Source: an optimization exercise on an open RTL-to-GDS flow (aim: a short achievable clock period and few clock cycles). Production flows keep margins and buffers that such runs may drop. In this exercise RTL edits were held to simulation tests only and were not proved equivalent to the original. Power figures rest on the tool's default switching activity, not on a simulated workload.

$ cat flow/run.sh
#!/bin/bash
# synth_recipe.tcl (not shown) runs the flow's synth.tcl, then flattens the netlist and writes it again
# the make line also repeats each setting of config.mk as NAME=value (left out here)
make -C /OpenROAD-flow-scripts/flow DESIGN_CONFIG=/design/flow/config.mk WORK_HOME=/design/flow/orfs CLKGATE_MAP_FILE= SYNTH_SCRIPT=/design/flow/synth_recipe.tcl finish
$ cat flow/config.mk
export PLATFORM = sky130hd
export DESIGN_NAME = lc3_datapath
export DESIGN_NICKNAME = lc3_datapath
export VERILOG_FILES = /design/flow/design.v
export SDC_FILE = /design/flow/constraint.sdc
export NUM_CORES = 4
export LEC_CHECK = 0
export CAP_MARGIN = 20
export CORE_MARGIN = 2
export CORE_UTILIZATION = 40
export PLACE_DENSITY = 0.6
export SETUP_SLACK_MARGIN = 4.7
export SLEW_MARGIN = 20
$ cat flow/constraint.sdc
create_clock -name core_clock -period 7.5 [get_ports {clk}]
set_input_delay 1.5000 -clock core_clock [delete_from_list [all_inputs] [get_ports {clk}]]
set_output_delay 1.5000 -clock core_clock [all_outputs]
set_load 0.01 [all_outputs]
$ cat flow/design.v
module lc3_datapath
  (clk,
   rst,
   mem_en,
   mem_we,
   mem_addr,
   mem_wdata,
   mem_ready,
   mem_rdata
   );
  input         clk;
  input         rst;
  output        mem_en;
  output        mem_we;
  output [15:0] mem_addr;
  output [15:0] mem_wdata;
  input         mem_ready;
  input  [15:0] mem_rdata;
  localparam CL = 5;                  
  localparam CN = 1 << CL;
  localparam TW = 16 - CL;            
  localparam [2:0] K_FETCH = 3'd0,
                   K_LOAD  = 3'd1,
                   K_LDI   = 3'd2,
                   K_STI   = 3'd3,
                   K_STORE = 3'd4,
                   K_TRAP  = 3'd5,
                   K_ADDR  = 3'd6,    
                   K_PF    = 3'd7;    
  reg [15:0] r0, r1, r2, r3, r4, r5, r6, r7;
  reg        n, z, p;
  reg [15:0] pc;      
  reg [15:0] pc1;     
  reg [15:0] ir;
  reg [2:0]  kind;
  reg        en;      
  reg        we;
  reg [15:0] mar;
  reg [15:0] mdr;
  reg [15:0] pf;      
  reg        pfv;
  reg        ex;      
  reg        lk;      
  reg [1:0]  aop;     
  reg [15:0] opa, opb;
  reg [15:0]   c_data  [0:CN-1];
  reg [TW-1:0] c_tag   [0:CN-1];
  reg [CN-1:0] c_valid;
  reg          fq;
  reg [15:0]   fqa, fqd;
  assign mem_en    = en;
  assign mem_we    = we;
  assign mem_addr  = mar;
  assign mem_wdata = mdr;
  function [15:0] ksadd;
    input [15:0] a, b;
    reg   [15:0] g, q, x;
    integer k, j;
    begin
      x = a ^ b;
      g = a & b;
      q = x;
      for (k = 0; k < 4; k = k + 1)
        for (j = 15; j >= (1 << k); j = j - 1)
          begin
            g[j] = g[j] | (q[j] & g[j - (1 << k)]);
            q[j] = q[j] & q[j - (1 << k)];
          end
      ksadd = x ^ {g[14:0], 1'b0};
    end
  endfunction
  wire       fw   = (kind == K_LOAD);
  wire       pdep = (pf[15:12] == 4'b0000);
  function [15:0] inc16;
    input [15:0] x;
    reg   [15:0] c;
    integer k;
    begin
      c[0] = 1'b1;
      for (k = 1; k < 16; k = k + 1)
        c[k] = c[k - 1] & x[k - 1];
      inc16 = x ^ c;
    end
  endfunction
  wire [2:0] xdr = ir[11:9];          
  wire       xb  = (pf[8:6] == xdr);
  wire       xs  = (pf[11:9] == xdr);
  reg        xdep;
  always @(*)
    case (pf[15:12])
      4'b0001, 4'b0101: xdep = xb | (~pf[5] & (pf[2:0] == xdr));
      4'b1001, 4'b0110, 4'b1100: xdep = xb;          
      4'b0111:          xdep = xb | xs;              
      4'b0011, 4'b1011: xdep = xs;                   
      4'b0100:          xdep = ~pf[11] & xb;         
      default:          xdep = 1'b0;                 
    endcase
  wire [CL-1:0] li    = pc1[CL-1:0];
  wire          lhit  = c_valid[li] & (c_tag[li] == pc1[15:CL]);
  wire [15:0]   lword = c_data[li];
  reg step;
  always @(*)
    case (kind)
      K_FETCH: step = pfv ? ~(ex & xdep) : mem_ready;
      K_LOAD:  step = pfv & mem_ready & ~pdep;
      K_STORE: step = pfv & mem_ready;
      default: step = 1'b0;
    endcase
  wire [15:0] sum = ksadd(opa, opb);
  reg  [15:0] res;
  always @(*)
    case (aop)
      2'd0:    res = sum;
      2'd1:    res = opa & opb;
      default: res = ~opa;
    endcase
  reg         zres;
  always @(*)
    case (aop)
      2'd0:    zres = ((opa ^ opb) == {opa[14:0] | opb[14:0], 1'b0});
      2'd1:    zres = ((opa & opb) == 16'h0);
      default: zres = (opa == 16'hffff);
    endcase
  wire        fn = ex ? res[15] : n;
  wire        fz = ex ? zres : z;
  wire        fp = ex ? (~res[15] & ~zres) : p;
  wire [2:0]  b_kind, f_kind;
  wire        b_en, f_en, b_ex, f_ex, b_lk, f_lk, b_seq, f_seq, b_dat, f_dat;
  wire [15:0] b_mar, f_mar, b_pc, f_pc, b_mdr, f_mdr;
  wire [15:0] b_opa, f_opa, b_opb, f_opb;
  wire [1:0]  b_aop, f_aop;
  lc3_step #(.PF(0)) u_bus
    (.d(mem_rdata), .n(n), .z(z), .p(p),
     .r0(r0), .r1(r1), .r2(r2), .r3(r3), .r4(r4), .r5(r5), .r6(r6), .r7(r7),
     .pc1(pc1), .fw(1'b0), .fwd(mem_rdata), .ldr(ir[11:9]),
     .o_kind(b_kind), .o_en(b_en), .o_ex(b_ex), .o_lk(b_lk), .o_mar(b_mar),
     .o_pc(b_pc), .o_mdr(b_mdr), .o_opa(b_opa), .o_opb(b_opb), .o_aop(b_aop),
     .o_seq(b_seq), .o_dat(b_dat));
  lc3_step #(.PF(1)) u_pf
    (.d(pf), .n(fn), .z(fz), .p(fp),
     .r0(r0), .r1(r1), .r2(r2), .r3(r3), .r4(r4), .r5(r5), .r6(r6), .r7(r7),
     .pc1(pc1), .fw(fw), .fwd(mem_rdata), .ldr(ir[11:9]),
     .o_kind(f_kind), .o_en(f_en), .o_ex(f_ex), .o_lk(f_lk), .o_mar(f_mar),
     .o_pc(f_pc), .o_mdr(f_mdr), .o_opa(f_opa), .o_opb(f_opb), .o_aop(f_aop),
     .o_seq(f_seq), .o_dat(f_dat));
  wire s_seq = pfv ? f_seq : b_seq;
  wire s_dat = pfv ? f_dat : b_dat;
  wire        ldw   = mem_ready & (kind == K_LOAD);
  wire [15:0] wval  = ex ? res : (ldw ? mem_rdata : opa);
  wire [2:0]  wsel  = lk ? 3'd7 : ir[11:9];
  wire        wen   = ex | ldw | lk;
  always @(posedge clk or negedge rst)
    begin
      if (rst == 1'b0)
        begin
          r0 <= 16'h0; r1 <= 16'h0; r2 <= 16'h0; r3 <= 16'h0;
          r4 <= 16'h0; r5 <= 16'h0; r6 <= 16'h0; r7 <= 16'h0;
        end
      else if (wen)
        case (wsel)
          3'd0: r0 <= wval;
          3'd1: r1 <= wval;
          3'd2: r2 <= wval;
          3'd3: r3 <= wval;
          3'd4: r4 <= wval;
          3'd5: r5 <= wval;
          3'd6: r6 <= wval;
          default: r7 <= wval;
        endcase
    end
  wire        zv = ex ? zres : (mem_rdata == 16'h0);
  wire        nv = ex ? res[15] : mem_rdata[15];
  always @(posedge clk or negedge rst)
    begin
      if (rst == 1'b0)
        begin
          n <= 1'b0; z <= 1'b0; p <= 1'b0;
        end
      else if (ex | ldw)
        begin
          n <= nv;
          z <= zv;
          p <= ~nv & ~zv;
        end
    end
  always @(posedge clk or negedge rst)
    begin
      if (rst == 1'b0)
        fq <= 1'b0;
      else
        fq <= mem_ready & (((kind == K_FETCH) & ~pfv) | (kind == K_PF));
    end
  always @(posedge clk)
    begin
      fqa <= pc;
      fqd <= mem_rdata;
      if (fq)
        begin
          c_data[fqa[CL-1:0]] <= fqd;
          c_tag[fqa[CL-1:0]]  <= fqa[15:CL];
        end
    end
  integer i;
  always @(posedge clk or negedge rst)
    begin
      if (rst == 1'b0)
        c_valid <= {CN{1'b0}};
      else
        for (i = 0; i < CN; i = i + 1)
          if ((kind == K_STORE) & (mar[CL-1:0] == i))
            c_valid[i] <= 1'b0;
          else if (fq & (fqa[CL-1:0] == i))
            c_valid[i] <= 1'b1;
    end
  always @(posedge clk)
    pc1 <= step ? inc16(pc1) : inc16(pc);
  always @(posedge clk or negedge rst)
    begin
      if (rst == 1'b0)
        begin
          pc   <= 16'h0200;
          ir   <= 16'h0;
          mar  <= 16'h0200;
          mdr  <= 16'h0;
          en   <= 1'b1;
          we   <= 1'b0;
          kind <= K_FETCH;
          pf   <= 16'h0;
          pfv  <= 1'b0;
          ex   <= 1'b0;
          lk   <= 1'b0;
          aop  <= 2'd0;
          opa  <= 16'h0;
          opb  <= 16'h0;
        end
      else
        begin
          ex  <= 1'b0;
          lk  <= 1'b0;
          if (step)
            begin
              ir   <= pfv ? pf : mem_rdata;
              pf   <= lword;
              pfv  <= (s_seq | s_dat) & lhit;
              we   <= 1'b0;
              pc   <= pfv ? f_pc   : b_pc;
              mar  <= pfv ? f_mar  : b_mar;
              mdr  <= pfv ? f_mdr  : b_mdr;
              opa  <= pfv ? f_opa  : b_opa;
              opb  <= pfv ? f_opb  : b_opb;
              aop  <= pfv ? f_aop  : b_aop;
              kind <= s_dat ? (lhit ? K_ADDR : K_PF) : (pfv ? f_kind : b_kind);
              en   <= (s_seq | s_dat) ? ~lhit : (pfv ? f_en : b_en);
              ex   <= pfv ? f_ex   : b_ex;
              lk   <= pfv ? f_lk   : b_lk;
            end
          else
            case (kind)
              K_ADDR:
                begin
                  en  <= 1'b1;
                  mar <= sum;
                  case (ir[15:12])
                    4'b0010, 4'b0110: kind <= K_LOAD;
                    4'b0011, 4'b0111: begin kind <= K_STORE; we <= 1'b1; end
                    4'b1010: kind <= K_LDI;
                    4'b1011: kind <= K_STI;
                    default: begin kind <= K_FETCH; pc <= sum; end   
                  endcase
                end
              K_PF:
                if (mem_ready)
                  begin
                    pf  <= mem_rdata;
                    pfv <= 1'b1;
                    mar <= sum;
                    case (ir[15:12])
                      4'b0010, 4'b0110: kind <= K_LOAD;
                      4'b0011, 4'b0111: begin kind <= K_STORE; we <= 1'b1; end
                      4'b1010: kind <= K_LDI;
                      default: kind <= K_STI;
                    endcase
                  end
              K_LDI:
                if (mem_ready)
                  begin
                    kind <= K_LOAD;
                    mar  <= mem_rdata;
                  end
              K_STI:
                if (mem_ready)
                  begin
                    kind <= K_STORE;
                    we   <= 1'b1;
                    mar  <= mem_rdata;
                  end
              K_TRAP:
                if (mem_ready)
                  begin
                    kind <= K_FETCH;
                    mar  <= mem_rdata;
                    pc   <= mem_rdata;
                  end
              K_LOAD, K_STORE:  
                if (mem_ready)
                  begin
                    kind <= K_FETCH;
                    we   <= 1'b0;
                    en   <= 1'b0;
                  end
              default: ;
            endcase
        end
    end
endmodule
module lc3_step
  #(parameter PF = 0)
  (input      [15:0] d,
   input             n, z, p,
   input      [15:0] r0, r1, r2, r3, r4, r5, r6, r7,
   input      [15:0] pc1,
   input             fw,
   input      [15:0] fwd,
   input      [2:0]  ldr,
   output reg [2:0]  o_kind,
   output reg        o_en,
   output reg        o_ex,
   output reg        o_lk,
   output reg [15:0] o_mar,
   output reg [15:0] o_pc,
   output     [15:0] o_mdr,
   output reg [15:0] o_opa,
   output reg [15:0] o_opb,
   output reg [1:0]  o_aop,
   output reg        o_seq,
   output reg        o_dat);
  localparam [2:0] K_FETCH = 3'd0,
                   K_LOAD  = 3'd1,
                   K_LDI   = 3'd2,
                   K_STI   = 3'd3,
                   K_STORE = 3'd4,
                   K_TRAP  = 3'd5,
                   K_ADDR  = 3'd6,
                   K_PF    = 3'd7;
  function [15:0] rsel;
    input [2:0] s;
    input [15:0] a0, a1, a2, a3, a4, a5, a6, a7;
    case (s)
      3'd0: rsel = a0;
      3'd1: rsel = a1;
      3'd2: rsel = a2;
      3'd3: rsel = a3;
      3'd4: rsel = a4;
      3'd5: rsel = a5;
      3'd6: rsel = a6;
      default: rsel = a7;
    endcase
  endfunction
  function [15:0] ksadd;
    input [15:0] a, b;
    reg   [15:0] g, q, x;
    integer k, j;
    begin
      x = a ^ b;
      g = a & b;
      q = x;
      for (k = 0; k < 4; k = k + 1)
        for (j = 15; j >= (1 << k); j = j - 1)
          begin
            g[j] = g[j] | (q[j] & g[j - (1 << k)]);
            q[j] = q[j] & q[j - (1 << k)];
          end
      ksadd = x ^ {g[14:0], 1'b0};
    end
  endfunction
  wire [3:0]  op    = d[15:12];
  wire        taken = (d[11] & n) | (d[10] & z) | (d[9] & p);
  wire [15:0] dbase = (fw & (d[8:6] == ldr)) ? fwd : rsel(d[8:6], r0, r1, r2, r3, r4, r5, r6, r7);
  wire [15:0] dsr2  = (fw & (d[2:0] == ldr)) ? fwd : rsel(d[2:0], r0, r1, r2, r3, r4, r5, r6, r7);
  assign      o_mdr = (fw & (d[11:9] == ldr)) ? fwd : rsel(d[11:9], r0, r1, r2, r3, r4, r5, r6, r7);
  wire [15:0] djsrr = (d[8:6] == 3'd7) ? pc1 : dbase;
  always @(*)
    begin
      case (op)
        4'b0000, 4'b0010, 4'b0011, 4'b1010, 4'b1011, 4'b1110:
          begin
            o_opa = pc1;
            o_opb = {{7{d[8]}}, d[8:0]};
          end
        4'b0100, 4'b1111:
          begin
            o_opa = pc1;
            o_opb = {{5{d[10]}}, d[10:0]};
          end
        4'b0110, 4'b0111:
          begin
            o_opa = dbase;
            o_opb = {{10{d[5]}}, d[5:0]};
          end
        default:
          begin
            o_opa = dbase;
            o_opb = d[5] ? {{11{d[4]}}, d[4:0]} : dsr2;
          end
      endcase
      case (op)
        4'b0101: o_aop = 2'd1;
        4'b1001: o_aop = 2'd2;
        default: o_aop = 2'd0;
      endcase
      o_seq  = 1'b0;
      o_dat  = 1'b0;
      o_kind = K_FETCH;
      o_en   = 1'b1;
      o_ex   = 1'b0;
      o_lk   = 1'b0;
      o_mar  = pc1;
      o_pc   = pc1;
      case (op)
        4'b0001, 4'b0101, 4'b1001, 4'b1110:  
          begin
            o_ex  = 1'b1;
            o_seq = 1'b1;
          end
        4'b1111:  
          begin
            o_lk   = 1'b1;
            o_kind = K_TRAP;
            o_mar  = {8'h00, d[7:0]};
          end
        4'b1100:  
          begin
            o_mar = dbase;
            o_pc  = dbase;
          end
        4'b0100:  
          begin
            o_lk = 1'b1;
            if (d[11])
              begin
                o_kind = K_ADDR;
                o_en   = 1'b0;
              end
            else
              begin
                o_mar = djsrr;
                o_pc  = djsrr;
              end
          end
        4'b0000:  
          if (taken)
            begin
              o_kind = K_ADDR;
              o_en   = 1'b0;
            end
          else
            o_seq = 1'b1;
        4'b0010, 4'b0011, 4'b0110, 4'b0111, 4'b1010, 4'b1011:
          begin             
            o_kind = K_PF;
            o_dat  = 1'b1;
          end
        default:            
          o_seq = 1'b1;
      endcase
    end
endmodule
==> summary.txt <==
final cells by class:
cell class,count,area [µm²],share of cell area [%]
flip-flops and latches,1189,33900,47.7
diodes,5,12.5,0.0176
inverters,81,343,0.482
clock inverters,60,589,0.828
well taps,1890,2360,3.32
repair buffers,442,5630,7.91
multi-input cells,2775,24900,35.0
clock buffers,167,3420,4.81
layer usage:
| layer | wire (µm) | part of all wire, % | up-vias | GRT usage, % |
|---|---|---|---|---|
| met3 | 28100 | 13 | 834 | 8.60 |
| met4 | 14100 | 6.3 | 12 | 14.4 |
| li1 | - | - | 17587 | - |
| met2 | 96900 | 44 | 3168 | 43.3 |
| met5 | 74 | 0.033 | - | 0 |
| met1 | 83100 | 37 | 22175 | 38.8 |
synthesized netlist by cell type, drive strengths merged, types with 68 or more instances:
cell	number
a211oi	74
a21oi	250
buf	116
clkbuf	237
dfrtp	274
edfxtp	864
inv	78
mux2i	120
mux4	312
nand2	497
nor2	275
o21ai	352
o22ai	68
where the power goes:
group | internal, mW | switching [mW]
Combinational | 7.01 | 9.29
Clock | 3.43 | 2.69
Sequential | 8.22 | 1.95
timing repair:
action / CTS / global route
setup buffers: 136 / 71
endpoints found under the setup margin: 297 / 269
pin swaps: 148 / 116
resized for setup: 734 / 248
gates cloned: 36 / 23
final timing paths:
check | startpoint | endpoint | cells after the start
setup / recovery | opa[6] | kind[2] | 12
hold / removal | pc[4] | fqa[4] | 0
setup reg to reg | opa[6] | kind[2] | 12
hold reg to reg | pc[4] | fqa[4] | 0
max in group asynchronous | rst | pfv | 2
min in group asynchronous | rst | r3[9] | 1
kinds of logic after synthesis:
family | synth area share, %
buffers and inverters | 3.01
multiplexers | 15.4
XOR/XNOR | 0.641
AND/OR/NAND/NOR | 7.96
adder cells (fa/ha/maj) | 1.32
flip-flops | 59.0
AO/OA/AOI/OAI | 12.7
through the flow:
step / hold WS (ps) / total power [mW]
after floorplan: 377 / 17.2
after global placement: 460 / 21.7
after detailed placement: 452 / 21.7
after CTS: 424 / 30.6
after global routing: 431 / 33.5
final: 444 / 32.6
==> flow_summary_export.csv <==
group,metric,value,unit
status,status,"complete, no violations",
sta,skew,86.6,ps
synthesis,synthCells,4397,
synthesis,async_reset_ff_share,23.3,%
global_routing,grt_overflow_total,0,
clock_network,cts_hold_buf,0,
global_routing,antenna_found_initial,10,
floorplanning,floorplan.initialDensity,40.4,%
global_routing,grt_max_degree,136,
routing,drc,0,
final_layout,nets,4689,
final_layout,drive_gt1_share,32.2,%
clock_network,cts.clk_slew.worst_paths,60,ps
synthesis,yosysTopAreaCell,"edfxtp_1",
synthesis,synth_edf_count,864,
clock_network,cts.sinks,1189,
floorplanning,core.rowCount,138,
floorplanning,die_h,383,µm
power,p_leak,25.1,nW
critical_path,start_kind,"register",
sta,maxSlewHeadroom,25.4,%
clock_network,cts_buffer_depth,3,
final_layout,final_cells,6609,
synthesis,synth-seq-cells,1189,
sta,fin_crit,3210,ps
sta,tightestPinTransition,1110,ps
sta,fmax,311,MHz
routing,wl_per_cell,33.6,µm
synthesis,netlist_top_cells_area,"edfxtp_1 (45%), mux4_2 (12%), dfrtp_1 (12%)",
global_routing,grt_pass1_wl,307,mm
critical_path,path_max_fanout,7,
sta,setup_viol,0,
placed_design,port_buffers,52,
critical_path,crit_family,"simple AND/OR/NAND/NOR gates",
routing,ant_nets,0,
critical_path,path_buf_inv,2,
critical_path,crit_slowest_cell,"a221oi_4",
synthesis,ys_seq_area_share,59.0,%
routing,viasPerCell,6.62,
critical_path,worstPathCellList,"buf_6 -> inv_6 -> ha_4 -> xor2_1 -> nand4_1 -> nor4_4 -> nor3b_4 -> and2_4 -> a221oi_4 -> nor3_2 -> a311oi_2 -> a31oi_1",
sta,slew_violations,0,
synthesis,syn_area,57400,µm²
routing,first_pass_iters,8,
routing,drtIter0Drc,6843,
placed_design,dp_cells,6111,
job,max_cap_violations,0,
final_layout,area_delta_synth_final,24.1,%
critical_path,r2r_slack,4290,ps
critical_path,arrival,3830,ps
global_routing,grt_pass1_vias,40692,
final_layout,final_area,71200,µm²
critical_path,crit_required,8110,ps
sta,fin_ws,4290,ps
placed_design,hpwl,125,mm
power,vdd_ir_drop_max,0.329,mV
synthesis,synth_warnings,3,
final_layout,nFillCells,11984,
floorplanning,ios,53,
synthesis,synth_cell_types,90,
final_layout,most-common-layout-cells,"edfxtp_1 (864), nand2_1 (480), mux4_2 (312)",
sta,rsz0062_at_grt,"yes",
synthesis,yosysTopAreaCellShare,45.2,%
placed_design,placed_area,60500,µm²
sta,timing.setup.tns,0,ps
final_layout,final_common_cell,"edfxtp_1",
hold_path,hold_path_class,"register to register",
global_routing,grtUsageTotal,29.1,%
clock_network,cts-root-buf,"clkbuf_16",
floorplanning,die_w,383,µm
final_layout,largest_register_ffs,512,
floorplanning,die-area,146000,µm²
clock_network,clkLatencyLatePin,810,ps
synthesis,synthesis.nets,4476,
routing,wl,222,mm
synthesis,avgSynthCellArea,13.0,µm²
power,power.density,458,nW/µm²
critical_path,cpPeakStageDelay,480,ps
routing,vias,43776,
placed_design,pre_cts_slack,2710,ps
final_layout,final_core_util,50.1,%
placed_design,gp_congestion,1.03,
clock_network,htreeDepth,3,
floorplanning,coreArea,142000,µm²
sta,finalHoldViolCount,0,
critical_path,crit_type,"register to register",
sta,finalCritPeriodShare,42.8,%
critical_path,worstSetupEndpointType,"register",
synthesis,synth-main-ff-cell,"edfxtp_1",
clock_network,cts_tree,"built",
clock_network,cts_made_buffers,121,
Testbench counts, summed over its fixed seeds: cycles 113,462.

-- static timing again, ports no longer ideal --
Ports are ideal in the flow. The routed layout listed here was re-timed in OpenROAD. Step 1 (the two cells are an assumption about what drives the block):
set clk [get_ports {clk}]
set_driving_cell -lib_cell sky130_fd_sc_hd__clkbuf_16 $clk
set_driving_cell -lib_cell sky130_fd_sc_hd__buf_2 [delete_from_list [all_inputs] $clk]
Step 2 times the ports against the registers' clock, not the clock port: input delays grow and output delays shrink by t, the midpoint of the rising clock arrivals with the driver on. a / b / c = ideal / step 1 / step 2; a / b = the first two.
shift t [ns]: 0.846
setup slack, ns: 4.287 / 4.287 / 3.553
worst register clock-pin slew, ns: 0.07 / 0.07
After both steps this run still meets setup and hold. The setup slack of this run moves by 0.000 ns with the drivers and by -0.734 ns with both steps.
